Context: an optimization exercise on an open-source flow, tuned for small area, a short achievable clock period and few clock cycles. The choices shown serve that exercise and are no tape-out recipe. Function not checked in this run: the RTL went through the layout flow alone. No activity file was given, so power comes from the tool's default toggle rates.

## run.sh

```bash
#!/bin/bash
# synth_recipe.tcl (not shown) runs the flow's synth.tcl, then flattens the netlist and writes it again
# the make line also repeats each setting of config.mk as NAME=value (left out here)
make -C /OpenROAD-flow-scripts/flow DESIGN_CONFIG=/design/flow/config.mk WORK_HOME=/design/flow/orfs CLKGATE_MAP_FILE= SYNTH_SCRIPT=/design/flow/synth_recipe.tcl finish
```

## config.mk

```make
export PLATFORM = sky130hd
export DESIGN_NAME = core
export DESIGN_NICKNAME = core
export VERILOG_FILES = /design/flow/design.v
export SDC_FILE = /design/flow/constraint.sdc
export NUM_CORES = 8
export LEC_CHECK = 0
export ABC_CLOCK_PERIOD_IN_PS = 3000
export CAP_MARGIN = 20
export CORE_MARGIN = 2
export CORE_UTILIZATION = 40
export SETUP_SLACK_MARGIN = 5
export SLEW_MARGIN = 20
```

## constraint.sdc

```tcl
create_clock -name core_clock -period 10.0 [get_ports {clk}]
set_input_delay 2.0000 -clock core_clock [delete_from_list [all_inputs] [get_ports {clk}]]
set_output_delay 2.0000 -clock core_clock [all_outputs]
set_load 0.01 [all_outputs]
```

## design.v

```verilog
module regfile
(
    input  logic        clk,
    input  logic        async_rst_n,
    input  logic        write_enable,    
    input  logic [4:0]  write_addr,
    input  logic [31:0] write_data,
    input  logic [4:0]  rs1_addr,
    input  logic [4:0]  rs2_addr,
    output logic [31:0] rs1_data,
    output logic [31:0] rs2_data
);
    logic [31:0] rf [1:31];
    logic [31:0] written;    
    genvar i;
    generate
        for (i = 1; i < 32; i = i + 1) begin : g_reg
            always_ff @(posedge clk) begin
                if (write_enable && write_addr == i)
                    rf[i] <= write_data;
            end
            always_ff @(posedge clk or negedge async_rst_n) begin
                if (!async_rst_n)
                    written[i] <= 1'b0;
                else if (write_enable && write_addr == i)
                    written[i] <= 1'b1;
            end
        end
    endgenerate
    assign written[0] = 1'b0;
    logic [31:0] sel1, sel2;
    always_comb begin
        for (int k = 0; k < 32; k++) begin
            sel1[k] = (rs1_addr == k) && written[k];
            sel2[k] = (rs2_addr == k) && written[k];
        end
    end
    always_comb begin
        rs1_data = '0;
        rs2_data = '0;
        for (int k = 1; k < 32; k++) begin
            rs1_data = rs1_data | ({32{sel1[k]}} & rf[k]);
            rs2_data = rs2_data | ({32{sel2[k]}} & rf[k]);
        end
    end
endmodule
module core
#(
    parameter PC_WIDTH = 32,
    parameter DATA_WIDTH = 32
)
(
    input  logic        clk,
    input  logic        async_rst_n,
    output logic [PC_WIDTH-1:0]   PC_F,
    input  logic [DATA_WIDTH-1:0] instruction,
    output logic                  write_enable,
    output logic [DATA_WIDTH-1:0] addr,
    output logic [DATA_WIDTH-1:0] data_to_dmem,
    output logic [3:0]            byte_enablers,
    input  logic [DATA_WIDTH-1:0] data_from_dmem
);
    localparam int R_SUM  = 0;
    localparam int R_XOR  = 1;
    localparam int R_OR   = 2;
    localparam int R_AND  = 3;
    localparam int R_SLL  = 4;
    localparam int R_SR   = 5;
    localparam int R_SLT  = 6;
    localparam int R_SLTU = 7;
    localparam int R_X    = 8;
    logic        stall_D;
    logic        redirect_E;
    logic [31:2] redirect_pc_E;
    logic [31:2] pc_q;
    assign PC_F = {pc_q, 2'b00};
    logic [31:0] ins_F;
    assign ins_F = instruction;
    logic f_is_br, f_is_jal, f_is_auipc, f_pred;
    assign f_is_br    = ins_F[6:2] == 5'b11000;
    assign f_is_jal   = ins_F[6:2] == 5'b11011;
    assign f_is_auipc = ins_F[6:2] == 5'b00101;
    assign f_pred     = f_is_jal || (f_is_br && ins_F[31]);
    logic [31:2] f_imm;
    always_comb begin
        if (!ins_F[2])
            f_imm = {{19{ins_F[31]}}, ins_F[31], ins_F[7], ins_F[30:25], ins_F[11:9]};
        else if (ins_F[3])
            f_imm = {{11{ins_F[31]}}, ins_F[31], ins_F[19:12], ins_F[20], ins_F[30:22]};
        else
            f_imm = {ins_F[31:12], 10'b0};
    end
    logic [31:2] f_target, f_seq, f_alt, pc_next;
    assign f_target = pc_q + f_imm;
    assign f_seq    = pc_q + 30'd1;
    assign f_alt    = ((f_is_br && !ins_F[31]) || f_is_auipc) ? f_target : f_seq;
    always_comb begin
        if (redirect_E)   pc_next = redirect_pc_E;
        else if (stall_D) pc_next = pc_q;
        else if (f_pred)  pc_next = f_target;
        else              pc_next = f_seq;
    end
    always_ff @(posedge clk or negedge async_rst_n) begin
        if (!async_rst_n) pc_q <= '0;
        else              pc_q <= pc_next;
    end
    logic        valid_D;
    logic [31:0] ir_D;
    logic [31:2] alt_D;      
    logic        pred_D;
    always_ff @(posedge clk or negedge async_rst_n) begin
        if (!async_rst_n)     valid_D <= 1'b0;
        else if (redirect_E)  valid_D <= 1'b0;
        else if (!stall_D)    valid_D <= 1'b1;
    end
    always_ff @(posedge clk) begin
        if (!stall_D) begin
            ir_D   <= ins_F;
            alt_D  <= f_alt;
            pred_D <= f_pred;
        end
    end
    logic [4:0] rd_D, rs1_D, rs2_D;
    logic [2:0] f3_D;
    assign rd_D  = ir_D[11:7];
    assign f3_D  = ir_D[14:12];
    assign rs1_D = ir_D[19:15];
    assign rs2_D = ir_D[24:20];
    logic d_lui, d_auipc, d_jal, d_jalr, d_br, d_load, d_store, d_opimm, d_op;
    assign d_lui   = ir_D[6:2] == 5'b01101;
    assign d_auipc = ir_D[6:2] == 5'b00101;
    assign d_jal   = ir_D[6:2] == 5'b11011;
    assign d_jalr  = ir_D[6:2] == 5'b11001;
    assign d_br    = ir_D[6:2] == 5'b11000;
    assign d_load  = ir_D[6:2] == 5'b00000;
    assign d_store = ir_D[6:2] == 5'b01000;
    assign d_opimm = ir_D[6:2] == 5'b00100;
    assign d_op    = ir_D[6:2] == 5'b01100;
    logic d_use1, d_use2, d_rw;
    assign d_use1 = d_jalr || d_br || d_load || d_store || d_opimm || d_op;
    assign d_use2 = d_br || d_store || d_op;
    assign d_rw   = (d_lui || d_auipc || d_jal || d_jalr || d_load || d_opimm || d_op) && (rd_D != 5'd0);
    logic [8:0] d_rsel;
    logic       d_sub, d_sra;
    always_comb begin
        d_rsel = '0;
        d_sub  = 1'b0;
        d_sra  = ir_D[30];
        if (d_op || d_opimm) begin
            case (f3_D)
                3'd0: d_rsel[R_SUM]  = 1'b1;
                3'd1: d_rsel[R_SLL]  = 1'b1;
                3'd2: d_rsel[R_SLT]  = 1'b1;
                3'd3: d_rsel[R_SLTU] = 1'b1;
                3'd4: d_rsel[R_XOR]  = 1'b1;
                3'd5: d_rsel[R_SR]   = 1'b1;
                3'd6: d_rsel[R_OR]   = 1'b1;
                default: d_rsel[R_AND] = 1'b1;
            endcase
            d_sub = (d_op && f3_D == 3'd0 && ir_D[30]) || f3_D == 3'd2 || f3_D == 3'd3;
        end
        else if (d_lui || d_auipc || d_jal || d_jalr)
            d_rsel[R_X] = 1'b1;
        else begin
            d_rsel[R_SUM] = 1'b1;           
            d_sub = d_br;                   
        end
    end
    logic        rw_W;
    logic [4:0]  rd_W;
    logic [31:0] res_W;
    logic [31:0] rf1, rf2, rs1v, rs2v;
    regfile rf_i
    (
        .clk(clk),
        .async_rst_n(async_rst_n),
        .write_enable(rw_W),
        .write_addr(rd_W),
        .write_data(res_W),
        .rs1_addr(rs1_D),
        .rs2_addr(rs2_D),
        .rs1_data(rf1),
        .rs2_data(rf2)
    );
    assign rs1v = (rw_W && rd_W == rs1_D) ? res_W : rf1;
    assign rs2v = (rw_W && rd_W == rs2_D) ? res_W : rf2;
    logic [31:0] imm_I, imm_S, imm_U;
    assign imm_I = {{20{ir_D[31]}}, ir_D[31:20]};
    assign imm_S = {{20{ir_D[31]}}, ir_D[31:25], ir_D[11:7]};
    assign imm_U = {ir_D[31:12], 12'b0};
    logic [31:0] a_D, b_D, x_D;
    assign a_D = rs1v;
    assign b_D = (d_op || d_br) ? rs2v : (d_store ? imm_S : imm_I);
    assign x_D = d_store ? rs2v : (d_lui ? imm_U : {alt_D, 2'b00});
    logic        rw_E, ld_E;
    logic [4:0]  rd_E;
    logic        rw_M;
    logic [4:0]  rd_M;
    assign stall_D = valid_D && ld_E &&
                     ((d_use1 && rd_E == rs1_D) || (d_use2 && rd_E == rs2_D));
    logic fa_M_D, fa_W_D, fb_M_D, fb_W_D, fx_M_D, fx_W_D;
    assign fa_M_D = rw_E && rd_E == rs1_D;
    assign fa_W_D = rw_M && rd_M == rs1_D && !fa_M_D;
    assign fb_M_D = (d_op || d_br) && rw_E && rd_E == rs2_D;
    assign fb_W_D = (d_op || d_br) && rw_M && rd_M == rs2_D && !(rw_E && rd_E == rs2_D);
    assign fx_M_D = d_store && rw_E && rd_E == rs2_D;
    assign fx_W_D = d_store && rw_M && rd_M == rs2_D && !(rw_E && rd_E == rs2_D);
    logic go_D;
    assign go_D = valid_D && !stall_D && !redirect_E;
    logic        st_E, br_E, jalr_E;
    logic [31:0] a_E, b_E, x_E;
    logic [8:0]  rsel_E;
    logic        sub_E, sra_E, pred_E;
    logic [2:0]  f3_E;
    logic        fa_M, fa_W, fb_M, fb_W, fx_M, fx_W;
    always_ff @(posedge clk or negedge async_rst_n) begin
        if (!async_rst_n) begin
            rw_E   <= 1'b0;
            ld_E   <= 1'b0;
            st_E   <= 1'b0;
            br_E   <= 1'b0;
            jalr_E <= 1'b0;
        end
        else begin
            rw_E   <= go_D && d_rw;
            ld_E   <= go_D && d_load && (rd_D != 5'd0);
            st_E   <= go_D && d_store;
            br_E   <= go_D && d_br;
            jalr_E <= go_D && d_jalr;
        end
    end
    always_ff @(posedge clk) begin
        rd_E   <= rd_D;
        a_E    <= a_D;
        b_E    <= b_D;
        x_E    <= x_D;
        rsel_E <= d_rsel;
        sub_E  <= d_sub;
        sra_E  <= d_sra;
        pred_E <= pred_D;
        f3_E   <= f3_D;
        fa_M   <= fa_M_D;
        fa_W   <= fa_W_D;
        fb_M   <= fb_M_D;
        fb_W   <= fb_W_D;
        fx_M   <= fx_M_D;
        fx_W   <= fx_W_D;
    end
    logic [31:0] res_M;
    logic [31:0] a, b, x;
    assign a = fa_M ? res_M : (fa_W ? res_W : a_E);
    assign b = fb_M ? res_M : (fb_W ? res_W : b_E);
    assign x = fx_M ? res_M : (fx_W ? res_W : x_E);
    logic [32:0] sum;
    assign sum = {1'b0, a} + {1'b0, (sub_E ? ~b : b)} + {32'b0, sub_E};
    logic lt, ltu, eq;
    assign eq  = a == b;
    assign ltu = !sum[32];
    assign lt  = (a[31] != b[31]) ? a[31] : sum[31];
    logic [31:0] sll, sr;
    assign sll = a << b[4:0];
    assign sr  = $signed({sra_E && a[31], a}) >>> b[4:0];
    logic [31:0] result_E;
    always_comb begin
        result_E = ({32{rsel_E[R_SUM]}}  & sum[31:0])
                 | ({32{rsel_E[R_XOR]}}  & (a ^ b))
                 | ({32{rsel_E[R_OR]}}   & (a | b))
                 | ({32{rsel_E[R_AND]}}  & (a & b))
                 | ({32{rsel_E[R_SLL]}}  & sll)
                 | ({32{rsel_E[R_SR]}}   & sr)
                 | ({32{rsel_E[R_SLT]}}  & {31'b0, lt})
                 | ({32{rsel_E[R_SLTU]}} & {31'b0, ltu})
                 | ({32{rsel_E[R_X]}}    & x);
    end
    logic taken;
    always_comb begin
        case (f3_E)
            3'd0: taken = eq;
            3'd1: taken = !eq;
            3'd4: taken = lt;
            3'd5: taken = !lt;
            3'd6: taken = ltu;
            default: taken = !ltu;
        endcase
    end
    assign redirect_E    = (br_E && (taken != pred_E)) || jalr_E;
    assign redirect_pc_E = jalr_E ? sum[31:2] : x[31:2];
    logic [31:0] sd_E;
    logic [3:0]  be_E;
    always_comb begin
        case (f3_E[1:0])
            2'd0: begin
                sd_E = {4{x[7:0]}};
                be_E = 4'b0001 << sum[1:0];
            end
            2'd1: begin
                sd_E = {2{x[15:0]}};
                be_E = sum[1] ? 4'b1100 : 4'b0011;
            end
            default: begin
                sd_E = x;
                be_E = 4'b1111;
            end
        endcase
    end
    logic        ld_M, we_M;
    logic [2:0]  f3_M;
    logic [31:0] sd_M;
    logic [3:0]  be_M;
    always_ff @(posedge clk or negedge async_rst_n) begin
        if (!async_rst_n) begin
            rw_M <= 1'b0;
            ld_M <= 1'b0;
            we_M <= 1'b0;
        end
        else begin
            rw_M <= rw_E;
            ld_M <= ld_E;
            we_M <= st_E;
        end
    end
    always_ff @(posedge clk) begin
        rd_M  <= rd_E;
        f3_M  <= f3_E;
        res_M <= result_E;
        sd_M  <= sd_E;
        be_M  <= be_E;
    end
    assign write_enable  = we_M;
    assign addr          = res_M;
    assign data_to_dmem  = sd_M;
    assign byte_enablers = be_M;
    logic [7:0]  ld_byte;
    logic [15:0] ld_half;
    logic [31:0] ld_data;
    always_comb begin
        case (res_M[1:0])
            2'd0: ld_byte = data_from_dmem[7:0];
            2'd1: ld_byte = data_from_dmem[15:8];
            2'd2: ld_byte = data_from_dmem[23:16];
            default: ld_byte = data_from_dmem[31:24];
        endcase
        ld_half = res_M[1] ? data_from_dmem[31:16] : data_from_dmem[15:0];
        case (f3_M)
            3'd0: ld_data = {{24{ld_byte[7]}}, ld_byte};
            3'd1: ld_data = {{16{ld_half[15]}}, ld_half};
            3'd4: ld_data = {24'b0, ld_byte};
            3'd5: ld_data = {16'b0, ld_half};
            default: ld_data = data_from_dmem;
        endcase
    end
    always_ff @(posedge clk or negedge async_rst_n) begin
        if (!async_rst_n) rw_W <= 1'b0;
        else              rw_W <= rw_M;
    end
    always_ff @(posedge clk) begin
        rd_W  <= rd_M;
        res_W <= ld_M ? ld_data : res_M;
    end
endmodule
```

==> results.txt <==
* Hold crit path type: register to register
* Final Non-Filler Cells at 8154
* Synth-to-layout area growth at 16.1%
* Avg Cell Area, Syn at 11.5 um^2
* Clock root buffer: clkbuf_16
* Clk slew on worst S/H paths at 0.06 ns
* Total Routing Usage GR at 0.383
* Final Slew Violations at 0
* Post-synth EDFFs at 1053
* Cell repeated most along the worst path: buf_4
* GP Congestion at 0.985
* DPL Wire Length at 206000 um
* Tcrit/Tclk final at 0.502
* Worst-skew pair later-pin latency at 0.86 ns
* Final Worst Setup Slack at 4.98 ns
* Clk sinks at 1359
* Setup TNS Final at 0 ns
* Cell Area, Synth at 66000 um^2
* VDD IR max at 0.000179 V
* Die area at 168000 um^2
* Initial antenna violation count at 17
* WP data required at 10.71 ns
* CP Max Fanout at 19
* Mapped Cells at 5763
* Wire per inst at 41.1 um
* Number of global-route vias before repair at 55200
* Max Clk Rate at 199 MHz
* Drt drc at 0
* Max cap viols at 0
* DIE HEIGHT at 410 um
* Crit path time final at 5.02 ns
* Max incr delay on CP at 0.42 ns
* TritonCTS buffer count at 147
* Setup WS pre-CTS at 3.30 ns
* Most frequent cells in the layout: edfxtp_1, nand2_1, a22oi_1
* CTS max path bufs at 3
* Worst slew pin tran at 1.36 ns
* Static Leak at 26.7 nW
* Final #Nets at 6033
* Main synth FF type: edfxtp_1
* Final total power at 17.2 mW
* # setup viols final at 0
* Core ar. at 164000 um^2
* Critical path, cell by cell: clkbuf_16 > buf_4 > mux2i_4 > o21a_4 > xnor2_1 > ha_1 > nor2b_4 > o31ai_4 > a211o_1 > o211a_4 > o31ai_4 > nand4_1 > and3_1 > a211o_1 > buf_4 > o21ai_4 > buf_4 > nand4_1 > o311a_1
* Detailed-route via count at 58600
* R2r startpoint: fb_W
* Synthesis-stage register bit count at 1359
* Post-synth ARST share at 0.0522
* Hold Fails Final Rpt at 0
* Yosys synthesis warning count at 4
* Max-slew headroom at 0.0833
* Drt first pass iters at 12
* Unrepaired setup endpoints after global routing: true
* CP Capture Type: register
* Area leader, netlist: edfxtp_1
* Crit-path slowest cell: dfxtp_4
* Post-synth top area share at 0.479
* Nature of the critical path startpoint: register
* FP Rows at 149
* Vias/cell at 7.19
* Yosys cell types at 82
* Commonest non-fill, non-tap cell in the layout: edfxtp_1
* PortBufs at 162
* CP startpoint: fb_W
* # H-tree levels at 4
* Die Span X at 410 um
* Placed cells at 7809
* First-pass GRT wire length at 448000 um
* WS Path Type: register to register
* CP delay by family, top: compound AO/OA/AOI/OAI gates
* Critical Path AT at 5.73 ns
* Sequential element share of the synthesized area at 0.577
* Remaining antenna violation count after routing at 0
* Share of layout cells above drive strength 1 at 0.130
* Synth area leaders: edfxtp_1, dfxtp_1, a221oi_1
* Starting density of the core at 0.402
* Largest net degree at the start of global routing at 95
* Status: finished clean
* I/O Pins at 167
* GRT overflow at 0
* Min-delay src: pred_D
* Skew final at 0.0691 ns
* Final wirelength at 335000 um
* Critical path buffer and inverter count at 4
* 1st-iter DRT viols at 12700
* CTS tree: built
* PwrDens at 224 nW/um^2
## routing by layer
| metal | part of all wire | vias up | GRT usage | routed length, um |
|---|---|---|---|---|
| met5 | 0.00044 | - | 0 | 147 |
| met4 | 0.088 | 24 | 0.261 | 29600 |
| met3 | 0.15 | 1662 | 0.145 | 51100 |
| met2 | 0.42 | 5729 | 0.563 | 140000 |
| met1 | 0.34 | 28300 | 0.464 | 115000 |
| li1 | - | 22900 | - | - |
## kinds of logic (layout without fill, tap and decap cells)
kind of cell,count (synthesis),count (layout),synth area share
compound gates,1926,1927,0.214
xor+xnor,145,145,0.0192
fa+ha+maj,128,128,0.0245
buf+inv,595,788,0.0343
flops,1359,1359,0.577
mux,198,198,0.0307
other cells,1,7,0.0000568
simple gates,1411,1413,0.100
## through the flow
step / hold slack [ns] / util / cell area, um^2
floorplan: 0.323 / - / 66100
global placement: 0.331 / 0.428 / 70300
detailed placement: 0.328 / 0.428 / 70300
CTS: 0.341 / 0.461 / 75800
global route: 0.363 / 0.466 / 76700
finish: 0.344 / 0.466 / 76700
## worst paths after layout
path | end | slack, ns | cells past startpoint
max in group asynchronous | rf_i.written[11] | 7.83 | 2
setup reg to reg | pc_q[31] | 4.98 | 19
hold / removal | pred_E | 0.34 | 0
min in group asynchronous | pc_q[7] | 1.06 | 1
hold reg to reg | pred_E | 0.34 | 0
setup / recovery | pc_q[31] | 4.98 | 19
## Yosys cell counts, types with 82 or more instances
| cell type | n |
|---|---|
| nand3_1 | 161 |
| edfxtp_1 | 1053 |
| o21ai_0 | 268 |
| xnor2_1 | 89 |
| a21oi_1 | 293 |
| nor2_1 | 345 |
| mux2i_1 | 173 |
| inv_1 | 109 |
| a22oi_1 | 334 |
| dfxtp_1 | 235 |
| a22o_1 | 297 |
| a221oi_1 | 307 |
| nand2_1 | 425 |
| nor3_1 | 105 |
| clkbuf_1 | 402 |
| nand4_1 | 116 |
| and3_1 | 82 |
| ha_1 | 126 |
## flip-flops by register name, indices dropped and copies added, names as in the netlist, 3 cells and up
name	cells
f3_M	3
x_E	32
rd_M	5
sd_M	32
rsel_E	9
res_W	32
res_M	32
rd_E	5
pc_q	30
a_E	32
alt_D	30
be_M	4
rd_W	5
ir_D	30
b_E	32
rf_i.written	31
rf_i.rf	992
f3_E	3
## power breakdown
part	total, mW	leakage (nW)	internal (mW)	switching (mW)
registers	7.65	12.5	6.92	0.722
clock network	5.64	2.38	3.12	2.52
logic	3.89	11.9	1.34	2.55
## final cells by class
type	instances	area, um^2
Inverter	115	442
Antenna cell	5	12.5
Clock inverter	94	1100
Multi-Input combinational cell	3813	26600
Sequential cell	1359	38200
Tap cell	2189	2740
Timing Repair Buffer	403	3810
Clock buffer	176	3830
Fill cell	15000	87700
## what timing repair did
item,CTS,global route
gates cloned,5,9
endpoints found under the hold margin,0,0
resized for setup,94,72
setup buffers,16,38
hold buffers,0,0
setup endpoints to repair,62,40
pin swaps,4,17
## worst reg2reg max path, stage by stage, from the launching register on
cell,delay [ns]
dfxtp_4,0.42
clkbuf_16,0.18
buf_4,0.13
mux2i_4,0.41
o21a_4,0.23
xnor2_1,0.08
ha_1,0.37
nor2b_4,0.22
o31ai_4,0.08
a211o_1,0.37
o211a_4,0.31
o31ai_4,0.19
nand4_1,0.21
and3_1,0.25
a211o_1,0.32
buf_4,0.16
o21ai_4,0.31
buf_4,0.32
nand4_1,0.16
o311a_1,0.18

==> what the ideal ports hide <==
No port has a modelled driver above. Below, the same layout with a new extraction and two added sets of constraints. Step 1 (the two cells are an assumption about what drives the block):
set clk [get_ports {clk}]
set_driving_cell -lib_cell sky130_fd_sc_hd__clkbuf_16 $clk
set_driving_cell -lib_cell sky130_fd_sc_hd__buf_2 [delete_from_list [all_inputs] $clk]
Step 2, shift: input delay + t, output delay - t, t = (earliest + latest rising clock arrival at the registers) / 2. This alone moves slack from input paths to output paths. Slacks: ideal / step 1 / step 2; pairs: ideal / step 1.
t, ns: 0.906
setup slack, ns: 4.977 / 4.977 / 4.299
clock arrival spread, ns: 0.069 / 0.069
slew at the worst register clock pin (ns): 0.07 / 0.07
cell pins on the clock port's net: 1
After both steps setup and hold are still met in this run. The setup slack of this run moves by 0.000 ns with the drivers and by -0.678 ns with both steps.
